Source: an optimization exercise on an open RTL-to-GDS flow (aim: small area, a short achievable clock period and few clock cycles per item). Production flows keep margins and buffers that such runs may drop.
RTL that was checked went through simulation tests only; none was proved equivalent to the original.
Only the layout flow was run in run 1; the RTL was not checked for function there.
Power is estimated from default activity; no workload was simulated.

==> flow/design.v (outline; a module is shown in full before it is edited, if it fits) <==
// module mmult: 1635 lines
module mmult(
    input clk,
    input reset_n,
    input enable,
    input [0:9*8-1] A_mat,
    input [0:9*8-1] B_mat,
    output valid,
    output reg [0:9*17-1] C_mat
);
  // ...
==> flow/flow/run.sh <==
#!/bin/bash
# Standard layout, with these changes: Yosys's "abc -fast" pre-pass is skipped
# (so the full adders extract with clean polarity), the port buffers are the
# smallest plain buffer instead of the delay buffer buffer_ports picks, and
# timing repair aims for 6.8 ns of setup slack instead of 0.
export SYNTH_ARGS=-noabc
export BUFFER_PORTS_ARGS="-buffer_cell sky130_fd_sc_hd__buf_1"
export SETUP_SLACK_MARGIN=6.8
bash standard.sh > standard.log 2>&1
==> flow/standard.sh <==
#!/bin/bash
# synth_recipe.tcl (not shown) runs the flow's synth.tcl, then flattens the netlist and writes it again
# the make line also repeats each setting of config.mk as NAME=value (left out here)
make -C /OpenROAD-flow-scripts/flow DESIGN_CONFIG=/design/flow/config.mk WORK_HOME=/design/flow/orfs CLKGATE_MAP_FILE= SYNTH_SCRIPT=/design/flow/synth_recipe.tcl "${@:-finish}"
==> flow/config.mk <==
export PLATFORM = sky130hd
export DESIGN_NAME = mmult
export DESIGN_NICKNAME = mmult
export VERILOG_FILES = /design/flow/design.v
export SDC_FILE = /design/flow/constraint.sdc
export NUM_CORES = 4
export LEC_CHECK = 0
export CAP_MARGIN = 20
export CORE_MARGIN = 2
export CORE_UTILIZATION = 40
export SLEW_MARGIN = 20
==> flow/constraint.sdc <==
create_clock -name core_clock -period 11.0 [get_ports {clk}]
set_input_delay 2.2000 -clock core_clock [delete_from_list [all_inputs] [get_ports {clk}]]
set_output_delay 2.2000 -clock core_clock [all_outputs]
set_load 0.01 [all_outputs]
==> flow_metrics.py, run 1 <==
metrics = {
    "placement": {
        "pre_cts_ws_ns": 6.06,
    },
    "cells_and_area": {
        "fin_cells": 4219,
        "n_sequential_cell": 299,
        "reg.largest.list": "C_mat x153, A x72, B x72",
        "n_all_inverters": 35,
        "fin_nets": 4051,
    },
    "sta": {
        "finalSetupTns_ns": 0,
        "fin_ws_ns": 6.84,
        "skew_ns": 0.0311,
    },
    "routing": {
        "wl_met3_um": 5600,
        "drt_iter0_markers": 1260,
        "routed_wl_um": 89300,
    },
    "synth": {
        "synth_top_area_share": 0.309,
        "synth_cell_type_count": 65,
        "synth_top_area_cell": "fa_1",
        "ys_seq_area_frac": 0.210,
    },
    "setup_path": {
        "cp_max_fo": 12,
        "cpMostUsedCell": "fa_1",
        "max_stage_delay_ns": 0.61,
        "crit_path_cell_trace": "buf_12 > and2_1 > fa_1 > fa_2 > fa_1 > fa_1 > ha_4 > a211oi_2 > o211ai_1 > a41oi_2 > o21ai_2 > a31oi_2 > mux2i_1",
        "path_delay_family": "adder cells",
        "crit_start": "A[55]",
    },
    "power": {
        "switchingPower_mw": 4.35,
        "power_density_nw_per_um2": 278,
        "leakagePower_nw": 15.2,
        "combPwrFrac": 0.701,
        "pg_seq_mw": 1.50,
        "p_comb_mw": 6.62,
    },
    "clock_network": {
        "cts_buffer_depth": 3,
    },
    "global_routing": {
        "use_met2": 0.373,
        "met3_usage": 0.0395,
    },
    "run_status": {
        "status": "timing/DRC/antenna clean",
    },
    "die": {
        "die_y_um": 271,
        "die_w_um": 271,
    },
    "flow_run": {
        "drv_cap": 0,
    },
}
==> inputs of run 2 (changes only) <==
--- a/flow/design.v
+++ b/flow/design.v
@@ -1622,14 +1622,14 @@
     always @(posedge clk) begin
         if (load) begin
             A <= A_mat;
             B <= B_mat;
             cnt <= 2'd0;
             C_mat <= 153'd0;
         end else begin
             A <= {A[8:23], 8'd0, A[32:47], 8'd0, A[56:71], 8'd0};
-            B <= {B[24:71], 24'd0};
+            B[0:47] <= B[24:71];
             if (!valid) cnt <= cnt + 2'd1;
             C_mat <= {c00_s, c01_s, c02_s, c10_s, c11_s, c12_s, c20_s, c21_s, c22_s};
         end
     end
 endmodule
==> flow/flow/run.sh (replaced) <==
#!/bin/bash
# Standard layout, with these changes: Yosys's "abc -fast" pre-pass is skipped
# (so the full adders extract with clean polarity), the port buffers are the
# smallest plain buffer instead of the delay buffer buffer_ports picks, and
# timing repair aims for 7.5 ns of setup slack instead of 0,
# using only gate sizing and pin swaps.
export SYNTH_ARGS=-noabc
export BUFFER_PORTS_ARGS="-buffer_cell sky130_fd_sc_hd__buf_1"
export SETUP_SLACK_MARGIN=7.5
export SETUP_MOVE_SEQUENCE=unbuffer,sizeup,swap
bash standard.sh > standard.log 2>&1
==> run 2 against run 1 <==
  * Still clean
  * Register-to-register slack better by 0.02 ns
  * Sequential cell count unchanged
  * First-iteration DRC count down 23%
  * Core utilization up 0.70 points
  * Final cell count down 3.0%
  * Setup slack better by 0.023 ns
  * Non-clock buffer count down 78
  * Clock power up 4%
  * Critical path type unchanged
==> flow_metrics.py, run 2 <==
metrics = {
    "run_status": {
        "status": "timing/DRC/antenna clean",
    },
    "die": {
        "die_y_um": 272,
        "fp-row-count": 98,
        "start_util": 0.402,
        "die_area_um2": 73800,
        "core-area_um2": 71200,
        "num_io_pins": 301,
        "die_w_um": 272,
    },
    "routing": {
        "dr.pass1.iters": 5,
        "vias_per_cell": 5.26,
        "drc_errors": 0,
        "ant_nets": 0,
        "routed_wl_um": 83700,
        "vias": 21600,
        "wl_per_cell_um": 20.4,
        "drt_iter0_markers": 964,
    },
    "setup_path": {
        "r2r-end": "C_mat[85]",
        "cp_max_fo": 24,
        "reg2regPathDepth": 12,
        "crit_arrival_ns": 4.66,
        "rrSetupSlack_ns": 6.86,
        "critPathLaunchType": "flip-flop",
        "path_class": "reg -> reg",
        "end_kind": "flip-flop",
        "required_ns": 11.52,
        "r2r_start": "B[17]",
    },
    "power": {
        "leakagePower_nw": 14.9,
        "power_density_nw_per_um2": 308,
        "vdd_drop_max_uv": 228,
        "finalPower_mw": 10.7,
    },
    "synth": {
        "synth_cell_type_count": 75,
        "syn_inst": 2906,
        "ys_seq_elements": 299,
        "synth_top_area_cell": "fa_1",
        "synth_nets": 3711,
        "syn_area_um2": 28700,
        "yosys-top-cells-count": "and2_1, fa_1, nand2_1",
        "yosys_warnings": 1,
        "synthFlopType": "dfxtp_1",
        "synth.area.top_cells": "fa_1, dfxtp_1, and2_1, ha_1, nand2_1",
        "syn_avg_cell_area_um2": 9.86,
        "ys_seq_area_frac": 0.217,
        "synth_edf_count": 24,
        "async_flop_share": 0,
        "synth_top_area_share": 0.308,
        "yosysMostFrequentCell": "and2_1",
    },
    "sta": {
        "fin_crit_sh": 0.376,
        "hold_viol": 0,
        "max_slew.worst_pin.slew_ns": 0.628,
        "period_minus_slack_ns": 4.14,
        "skew_ns": 0.0360,
        "max_freq_mhz": 242,
        "slew_headroom": 0.579,
        "setup_viol": 0,
        "fin_ws_ns": 6.86,
        "finalSetupTns_ns": 0,
        "rsz0062_at_grt": "true",
        "drv_slew": 0,
    },
    "cells_and_area": {
        "final_cell_mix": "and2_1, fa_1, nand2_1, buf_1, dfxtp_1",
        "fin_util": 0.490,
        "fin_nets": 3916,
        "n_fill_cell": 6474,
        "reg.largest.list": "C_mat x153, A x72, B x72",
        "largest_register_ffs": 153,
        "regMostFlops": "C_mat",
        "final_common_cell": "and2_1",
        "syn_to_final_growth_pct": 21.7,
        "layout-drive-gt1-share": 0.195,
    },
    "global_routing": {
        "grt_max_degree": 136,
        "grt_pass1_vias": 23700,
        "grt_antenna_before_repair": 7,
        "grt_overflow_total": 0,
        "grt_pass1_wl_um": 133000,
        "grt_usage": 0.229,
    },
    "placement": {
        "port_buffers": 300,
        "pre_cts_ws_ns": 5.69,
        "dp_hpwl_um": 61100,
        "gp_congestion": 0.866,
    },
    "clock_network": {
        "cts_made_buffers": 39,
        "cts_buffer_depth": 3,
        "cts_tree": "done",
        "cts_sinks": 299,
        "htree_levels": 2,
        "cts_root_buf": "clkbuf_16",
        "clock_latency_ns": 0.60,
        "cts.clk_slew.worst_paths_ns": 0.06,
        "cts_hold_buf": 0,
    },
    "worst_hold_path": {
        "min_path_cells": 2,
        "hp-start": "A[62]",
        "min_path_type": "reg -> reg",
        "hold_path_end": "A[54]",
    },
    "flow_run": {
        "drv_cap": 0,
    },
}
## run 2: layer usage
layer | global-route usage | vias up | share of wire
met5 | 0 | - | 0.00016
met4 | 0.0967 | 2 | 0.045
met3 | 0.0464 | 154 | 0.053
met2 | 0.381 | 527 | 0.48
met1 | 0.291 | 10900 | 0.43
li1 | - | 9990 | -
## run 2: timing repair
item / CTS / global route
pin swaps: 159 / 163
setup endpoints to repair: 289 / 211
hold endpoints to repair: 0 / 0
gates resized for setup: 294 / 193
setup buffers: 0 / 0
## run 2: worst max-delay path by stage
| stage | startpoint | to | slack, ns | depth (start not counted) |
|---|---|---|---|---|
| 2_1_floorplan | B[12] | C_mat[70] | 7.10 | 14 |
| 3_3_place_gp | enable | C_mat[36] | 5.85 | 6 |
| 3_5_place_dp | enable | C_mat[36] | 5.69 | 6 |
| 4_1_cts | B[9] | C_mat[121] | 6.88 | 12 |
| 5_1_grt | B[9] | C_mat[69] | 6.73 | 11 |
| 6_report | B[17] | C_mat[85] | 6.86 | 12 |
## run 2: area by class of cell
class	count	area, um2	share of cell area
antenna	3	7.51	0.000215
clock buffer	50	1060	0.0303
clock inverter	21	315	0.00904
inverter	19	100	0.00287
multi-input combinational	2433	24400	0.699
sequential	299	6360	0.182
tap	950	1190	0.0341
timing repair buffer	319	1460	0.0419
## run 2: stage by stage
step | area (um2) | instances | hold slack [ns]
after floorplan | 30000 | 2906 | 0.392
after global placement | 31500 | 4020 | 0.395
after detailed placement | 31500 | 4020 | 0.398
after CTS | 34100 | 4091 | 0.404
after global routing | 34900 | 4092 | 0.423
final | 34900 | 4094 | 0.399
## run 2: kinds of logic (layout without fill, tap and decap cells)
group | count (synthesis) | count (layout) | share of synthesized area
and+or+nand+nor | 1311 | 1311 | 0.238
adders and majority gates | 658 | 658 | 0.403
AOI/OAI and AO/OA | 352 | 352 | 0.0834
DFF | 299 | 299 | 0.217
buffers and inverters | 174 | 409 | 0.0235
xor gates and xnor gates | 91 | 91 | 0.0278
muxes | 21 | 21 | 0.00733
other | 0 | 3 | 0
## run 2: worst max-delay path, stage by stage (launching register included)
cell	delay (ns)
dfxtp_4	0.59
and2_4	0.23
fa_1	0.43
fa_2	0.35
fa_1	0.45
fa_1	0.54
ha_4	0.24
a2111oi_4	0.32
o21ai_2	0.15
nand4_1	0.17
nand3_4	0.12
o31ai_4	0.26
mux2i_1	0.21
## run 2: report_power, final
group	leakage [nW]	switching, mW	internal (mW)
registers	2.54	0.263	1.29
clock network	0.662	0.563	0.812
logic	11.7	4.16	3.64
total	14.9	4.99	5.74
Testbench counts of run 2, summed over its fixed seeds: cycles 2,048, items 512.
==> inputs of run 3 (changes only) <==
==> flow/flow/run.sh (replaced) <==
#!/bin/bash
# Standard layout (the standard.sh), with these changes:
# - Yosys's "abc -fast" pre-pass is skipped, so the full adders extract with
#   clean polarity (no inverters between them);
# - the port buffers are the smallest plain buffer instead of the delay buffer
#   buffer_ports picks;
# - timing repair aims for 0 ns of setup slack in floorplan and 6.8 ns after
#   placement, instead of 0. The clock, period and constraints are unchanged.
set -e
export SYNTH_ARGS=-noabc
export BUFFER_PORTS_ARGS="-buffer_cell sky130_fd_sc_hd__buf_1"
export SETUP_SLACK_MARGIN=0
bash standard.sh synth floorplan > standard_synth_floorplan.log 2>&1
export SETUP_SLACK_MARGIN=6.8

bash standard.sh > standard.log 2>&1
==> run 3 against run 2 <==
  * Synthesized cell count unchanged
  * Via count up 0.63%
  * Clock skew down 0.0097 ns
  * Sequential power down 5%
  * Die area unchanged
  * Clock power down 3%
  * Critical path type unchanged
  * Highest routed layer is now met4
==> flow_metrics.py, run 3 <==
metrics = {
    "synth": {
        "syn_inst": 2906,
        "ys_seq_area_frac": 0.217,
        "yosys-top-cells-count": "and2_1, fa_1, nand2_1",
        "synthFlopType": "dfxtp_1",
        "syn_area_um2": 28700,
        "synth.area.top_cells": "fa_1, dfxtp_1, and2_1, ha_1, nand2_1",
        "synth_nets": 3711,
        "synth_edf_count": 24,
        "synth_cell_type_count": 75,
        "yosysMostFrequentCell": "and2_1",
        "ys_seq_elements": 299,
        "synth_top_area_cell": "fa_1",
        "yosys_warnings": 1,
        "async_flop_share": 0,
        "syn_avg_cell_area_um2": 9.86,
        "synth_top_area_share": 0.308,
    },
    "setup_path": {
        "end_kind": "flip-flop",
        "crit_arrival_ns": 4.58,
        "reg2regPathDepth": 13,
        "critPathLaunchType": "flip-flop",
        "path_class": "reg -> reg",
        "required_ns": 11.44,
        "cp_max_fo": 12,
    },
    "cells_and_area": {
        "fin_nets": 3971,
        "fin_util": 0.472,
        "largest_register_ffs": 153,
        "fin_cells": 4145,
        "reg.largest.list": "C_mat x153, A x72, B x72",
        "design_area_um2": 33600,
        "final_common_cell": "and2_1",
        "layout-drive-gt1-share": 0.0942,
        "final_cell_mix": "and2_1, fa_1, nand2_1, buf_1, dfxtp_1",
        "regMostFlops": "C_mat",
        "syn_to_final_growth_pct": 17.3,
        "n_fill_cell": 6736,
    },
    "die": {
        "start_util": 0.402,
        "die_w_um": 272,
        "core-area_um2": 71200,
        "num_io_pins": 301,
        "die_y_um": 272,
        "die_area_um2": 73800,
        "fp-row-count": 98,
    },
    "placement": {
        "gp_congestion": 0.854,
        "port_buffers": 300,
        "place_area_um2": 30700,
        "dp_hpwl_um": 57500,
        "placedCellCount": 4041,
    },
    "routing": {
        "vias_per_cell": 5.23,
        "ant_nets": 0,
        "drc_errors": 0,
        "drt_iter0_markers": 1197,
        "vias": 21700,
        "wl_per_cell_um": 20.4,
        "dr.pass1.iters": 5,
        "routed_wl_um": 84400,
    },
    "power": {
        "leakagePower_nw": 15.0,
        "power_density_nw_per_um2": 277,
        "swShare": 0.463,
        "p_int_mw": 5.01,
        "combPwrFrac": 0.698,
        "p_clk_frac": 0.143,
        "switchingPower_mw": 4.31,
        "power_frac_seq": 0.159,
        "vdd_drop_max_uv": 147,
    },
    "sta": {
        "fin_crit_sh": 0.376,
        "rsz0062_at_grt": "true",
        "setup_viol": 0,
        "hold_viol": 0,
        "period_minus_slack_ns": 4.14,
        "slew_headroom": 0.537,
        "skew_ns": 0.0263,
        "drv_slew": 0,
        "whs_ns": 0.396,
        "max_slew.worst_pin.slew_ns": 0.695,
        "finalSetupTns_ns": 0,
        "max_freq_mhz": 241,
    },
    "run_status": {
        "status": "timing/DRC/antenna clean",
    },
    "clock_network": {
        "cts_hold_buf": 0,
        "cts_buffer_depth": 3,
        "cts_sinks": 299,
        "cts_made_buffers": 40,
        "clock_latency_ns": 0.59,
        "htree_levels": 2,
        "cts_tree": "done",
        "cts.clk_slew.worst_paths_ns": 0.06,
        "cts_root_buf": "clkbuf_16",
    },
    "global_routing": {
        "grt_overflow_total": 0,
        "grt_antenna_before_repair": 4,
        "grt_pass1_wl_um": 128000,
        "grt_pass1_vias": 22700,
        "grt_usage": 0.220,
        "grt_max_degree": 104,
    },
    "flow_run": {
        "drv_cap": 0,
    },
    "worst_hold_path": {
        "min_path_cells": 2,
        "min_path_type": "reg -> reg",
    },
}
-- run 3: cell counts after synthesis --
Identical to the previous run, type by type.
-- run 3: final cells by class --
| type | count | area [um2] | area share |
|---|---|---|---|
| multi-input cells | 2434 | 22500 | 0.670 |
| flip-flops and latches | 299 | 6310 | 0.188 |
| repair buffers | 372 | 2210 | 0.0658 |
| well taps | 950 | 1190 | 0.0354 |
| clock buffers | 56 | 1110 | 0.0331 |
| clock inverters | 14 | 205 | 0.00610 |
| inverters | 19 | 78.8 | 0.00234 |
| diodes | 1 | 2.50 | 0.0000744 |
-- run 3: power groups by stage --
stage,Combinational (mW),Sequential [mW],Clock [mW]
2_1_floorplan,4.38,1.48,0
3_3_place_gp,5.58,1.51,0
3_5_place_dp,5.60,1.51,0
4_1_cts,5.73,1.49,1.37
5_1_grt,7.28,1.51,1.42
6_report,6.50,1.48,1.33
-- run 3: critical path: stages (launching register included) --
cell      delay [ns]
dfxtp_4         0.37
buf_12          0.15
and2_1          0.16
fa_1            0.45
fa_2            0.58
fa_1            0.42
fa_1            0.42
ha_4            0.31
a21o_1          0.21
a311oi_2        0.25
o21ai_1         0.12
a221oi_2        0.31
xor2_1          0.17
nor2_1          0.05
-- run 3: final timing paths --
kind / start / endpoint / slack [ns]
worst max-delay path: B[10] / C_mat[70] / 6.86
worst min-delay path: B[40] / B[16] / 0.40
worst min register to register: B[40] / B[16] / 0.40
worst max register to register: B[10] / C_mat[70] / 6.86
-- run 3: layer usage --
metal,track usage,vias up,wire (um)
li1,-,10100,-
met1,0.295,10900,37200
met2,0.362,565,40000
met3,0.0407,108,5060
met4,0.0619,0,2160
met5,0,-,0
-- run 3: cells by family (layout without fill, tap and decap cells) --
kind of cell             after synthesis  in the layout  share of synthesized area
flip-flops                           299            299                      0.217
buffers and inverters                174            461                     0.0235
XOR/XNOR                              91             91                     0.0278
other                                  0              1                          0
AND/OR/NAND/NOR                     1311           1312                      0.238
AO/OA/AOI/OAI                        352            352                     0.0834
multiplexers                          21             21                    0.00733
adder cells (fa/ha/maj)              658            658                      0.403
-- run 3: repair_timing --
item                                    CTS  global route
endpoints found under the setup margin  181            72
gates cloned                              1            11
pin swaps                                 5            51
hold endpoints to repair                  0             0
setup buffers                             4            17
gates resized for setup                  76           208
-- run 3: metrics by stage --
step / power, mW / setup WS [ns]
global placement: 7.09 / 6.01
global route: 10.2 / 6.70
finish: 9.32 / 6.86
CTS: 8.60 / 6.76
floorplan: 5.86 / 6.84
detailed placement: 7.11 / 5.98
==> inputs of run 4 (changes only) <==
--- a/flow/flow/run.sh
+++ b/flow/flow/run.sh
@@ -5,6 +5,7 @@
 # - the port buffers are the smallest plain buffer instead of the delay buffer
 #   buffer_ports picks;
-# - timing repair aims for 0 ns of setup slack in floorplan and 6.8 ns after
+# - timing repair aims for 0 ns of setup slack in floorplan and 7.5 ns after
 #   placement, instead of 0. The clock, period and constraints are unchanged.
+# After placement the repair only uses these moves: unbuffer,sizeup,swap.
 set -e
 export SYNTH_ARGS=-noabc
@@ -12,5 +13,5 @@
 export SETUP_SLACK_MARGIN=0
 bash standard.sh synth floorplan > standard_synth_floorplan.log 2>&1
-export SETUP_SLACK_MARGIN=6.8
-
+export SETUP_SLACK_MARGIN=7.5
+export SETUP_MOVE_SEQUENCE=unbuffer,sizeup,swap
 bash standard.sh > standard.log 2>&1
==> run 4 against run 3 <==
  * Clock power barely moved
  * Critical path depth is the same
  * Sequential power barely moved
  * Count of clock-buffer cells in the layout unchanged
  * Global-route usage up 0.22 points
  * Routed wire length fell by 4.3%
==> flow_metrics.py, run 4 <==
metrics = {
    "synth": {
        "ys_seq_area_frac": 0.217,
        "synth_top_area_share": 0.308,
        "yosys-top-cells-count": "and2_1, fa_1, nand2_1",
        "syn_avg_cell_area_um2": 9.86,
        "synth.area.top_cells": "fa_1, dfxtp_1, and2_1, ha_1, nand2_1",
        "ys_seq_elements": 299,
        "yosys_warnings": 1,
        "syn_area_um2": 28700,
        "syn_inst": 2906,
        "synth_nets": 3711,
        "synth_edf_count": 24,
        "synthFlopType": "dfxtp_1",
        "synth_cell_type_count": 75,
        "yosysMostFrequentCell": "and2_1",
        "synth_top_area_cell": "fa_1",
        "async_flop_share": 0,
    },
    "clock_network": {
        "cts_tree": "done",
        "htree_levels": 2,
        "cts_buffer_depth": 3,
        "cts.clk_slew.worst_paths_ns": 0.06,
        "cts_root_buf": "clkbuf_16",
        "cts_setup_buffers": 0,
        "cts_made_buffers": 40,
        "clock_latency_ns": 0.59,
        "cts_sinks": 299,
        "cts_hold_buf": 0,
    },
    "die": {
        "core-area_um2": 71200,
        "num_io_pins": 301,
        "die_w_um": 272,
        "start_util": 0.402,
        "die_y_um": 272,
        "die_area_um2": 73800,
        "fp-row-count": 98,
    },
    "sta": {
        "slew_headroom": 0.605,
        "rsz0062_at_grt": "true",
        "period_minus_slack_ns": 4.13,
        "max_freq_mhz": 242,
        "finalSetupTns_ns": 0,
        "drv_slew": 0,
        "skew_ns": 0.0271,
        "max_slew.worst_pin.slew_ns": 0.586,
        "whs_ns": 0.397,
        "setup_viol": 0,
        "hold_viol": 0,
        "fin_crit_sh": 0.375,
        "fin_ws_ns": 6.87,
    },
    "run_status": {
        "status": "timing/DRC/antenna clean",
    },
    "cells_and_area": {
        "fin_nets": 3938,
        "reg.largest.list": "C_mat x153, A x72, B x72",
        "fin_cells": 4113,
        "largest_register_ffs": 153,
        "layout-drive-gt1-share": 0.190,
        "design_area_um2": 35100,
        "syn_to_final_growth_pct": 22.5,
        "fin_util": 0.493,
        "final_common_cell": "and2_1",
        "regMostFlops": "C_mat",
        "final_cell_mix": "and2_1, fa_1, nand2_1, buf_1, dfxtp_1",
    },
    "power": {
        "swShare": 0.463,
        "leakagePower_nw": 15.1,
        "power_density_nw_per_um2": 307,
        "vdd_drop_max_uv": 169,
        "combPwrFrac": 0.738,
        "p_clk_frac": 0.124,
        "finalPower_mw": 10.8,
        "switchingPower_mw": 4.99,
        "power_frac_seq": 0.139,
        "p_int_mw": 5.80,
    },
    "placement": {
        "place_area_um2": 30700,
        "placedCellCount": 4041,
        "gp_congestion": 0.854,
        "pre_cts_ws_ns": 5.98,
        "port_buffers": 300,
        "dp_hpwl_um": 57500,
    },
    "worst_hold_path": {
        "min_path_cells": 2,
        "min_path_type": "reg -> reg",
    },
    "routing": {
        "vias_per_cell": 5.24,
        "drt_iter0_markers": 1020,
        "dr.pass1.iters": 5,
        "wl_per_cell_um": 19.6,
        "ant_nets": 0,
        "drc_errors": 0,
        "vias": 21600,
        "routed_wl_um": 80800,
    },
    "setup_path": {
        "r2r_start": "A[53]",
        "rrSetupSlack_ns": 6.87,
        "cp_max_fo": 24,
        "crit_start": "A[53]",
        "path_class": "reg -> reg",
        "crit_end": "C_mat[105]",
        "r2r-end": "C_mat[105]",
        "crit_arrival_ns": 4.57,
        "end_kind": "flip-flop",
        "reg2regPathDepth": 13,
        "required_ns": 11.44,
        "critPathLaunchType": "flip-flop",
    },
    "flow_run": {
        "drv_cap": 0,
    },
    "global_routing": {
        "grt_antenna_before_repair": 3,
        "grt_pass1_vias": 23200,
        "grt_pass1_wl_um": 129000,
        "grt_usage": 0.222,
        "grt_max_degree": 104,
        "grt_overflow_total": 0,
    },
}
-- run 4: cells by family (layout without fill, tap and decap cells) --
family	count (synthesis)	count (layout)	share of synthesized area
compound gates	352	352	0.0834
other cells	0	2	0
mux	21	21	0.00733
xor+xnor	91	91	0.0278
buf+inv	174	429	0.0235
simple gates	1311	1311	0.238
flops	299	299	0.217
fa+ha+maj	658	658	0.403
-- run 4: cell type report --
cell class	count	area (um2)
Fill cell	6584	36100
Clock buffer	56	1110
Inverter	19	87.6
Antenna cell	2	5.00
Sequential cell	299	6310
Clock inverter	14	205
Timing Repair Buffer	340	1880
Tap cell	950	1190
Multi-Input combinational cell	2433	24300
-- run 4: power by group through the flow --
stage	Sequential (mW)	Combinational [mW]	Clock, mW
after floorplan	1.48	4.38	0
after global placement	1.51	5.58	0
after detailed placement	1.51	5.60	0
after CTS	1.50	7.35	1.37
after global routing	1.52	8.75	1.42
final	1.50	7.96	1.33
-- run 4: what timing repair did --
item                       CTS  global route
pin swaps                  307           213
setup endpoints to repair  235           105
gates resized for setup    571           163
-- run 4: how the worst min path moves through the flow --
stage                from  endpoint
CTS                 B[40]     B[16]
global route        B[40]     B[16]
finish              B[40]     B[16]
detailed placement  A[59]     A[51]
floorplan            A[8]      A[0]
global placement    A[59]     A[51]
-- run 4: routing by layer --
metal  part of all wire  routed length, um  up-vias  track usage
li1                   -                  -    10100            -
met1               0.44              35700    10900        0.294
met2               0.48              38700      479        0.371
met3              0.050               4070      118       0.0408
met4              0.028               2300        0       0.0615
met5                  0                  0        -            0
-- run 4: worst max-delay path: stages, from the launching register on --
cell and delay, ns:
dfxtp_2 0.33, buf_12 0.16, and2_4 0.18, fa_2 0.37
fa_1 0.46, fa_1 0.54, fa_1 0.47, ha_4 0.36
a21oi_4 0.23, o21ai_2 0.10, a2111oi_4 0.40, o22ai_2 0.14
xnor2_1 0.17, nor2_1 0.05

separate check: timing with driven ports:
No port has a modelled driver above. Below, the same layouts with a new extraction and two added sets of constraints.
Step 1, drivers: a clkbuf_16 drives clk and a buf_2 each remaining input, both assumed.
Step 2, shift: input delay + t, output delay - t, t = (earliest + latest rising clock arrival at the registers) / 2. This alone moves slack from input paths to output paths.
Slacks: ideal ports / drivers / drivers and shift; pairs: ideal ports / drivers.
| run | t (ns) | slack for setup (ns) | worst setup path at the end | worst slew at a driven data input, ns |
|---|---|---|---|---|
| run 1 | 0.629 | 6.838 / 6.838 / 6.486 | input to register | 0.11 |
| run 2 | 0.653 | 6.861 / 6.861 / 6.766 | input to register | 0.09 |
| run 3 | 0.643 | 6.859 / 6.859 / 6.365 | input to register | 0.07 |
| run 4 | 0.640 | 6.874 / 6.874 / 6.654 | input to register | 0.07 |
After both steps every run listed still meets setup and hold. For run 3, which loses most, drivers alone change the setup slack by 0.000 ns; drivers and shift together by -0.494 ns.
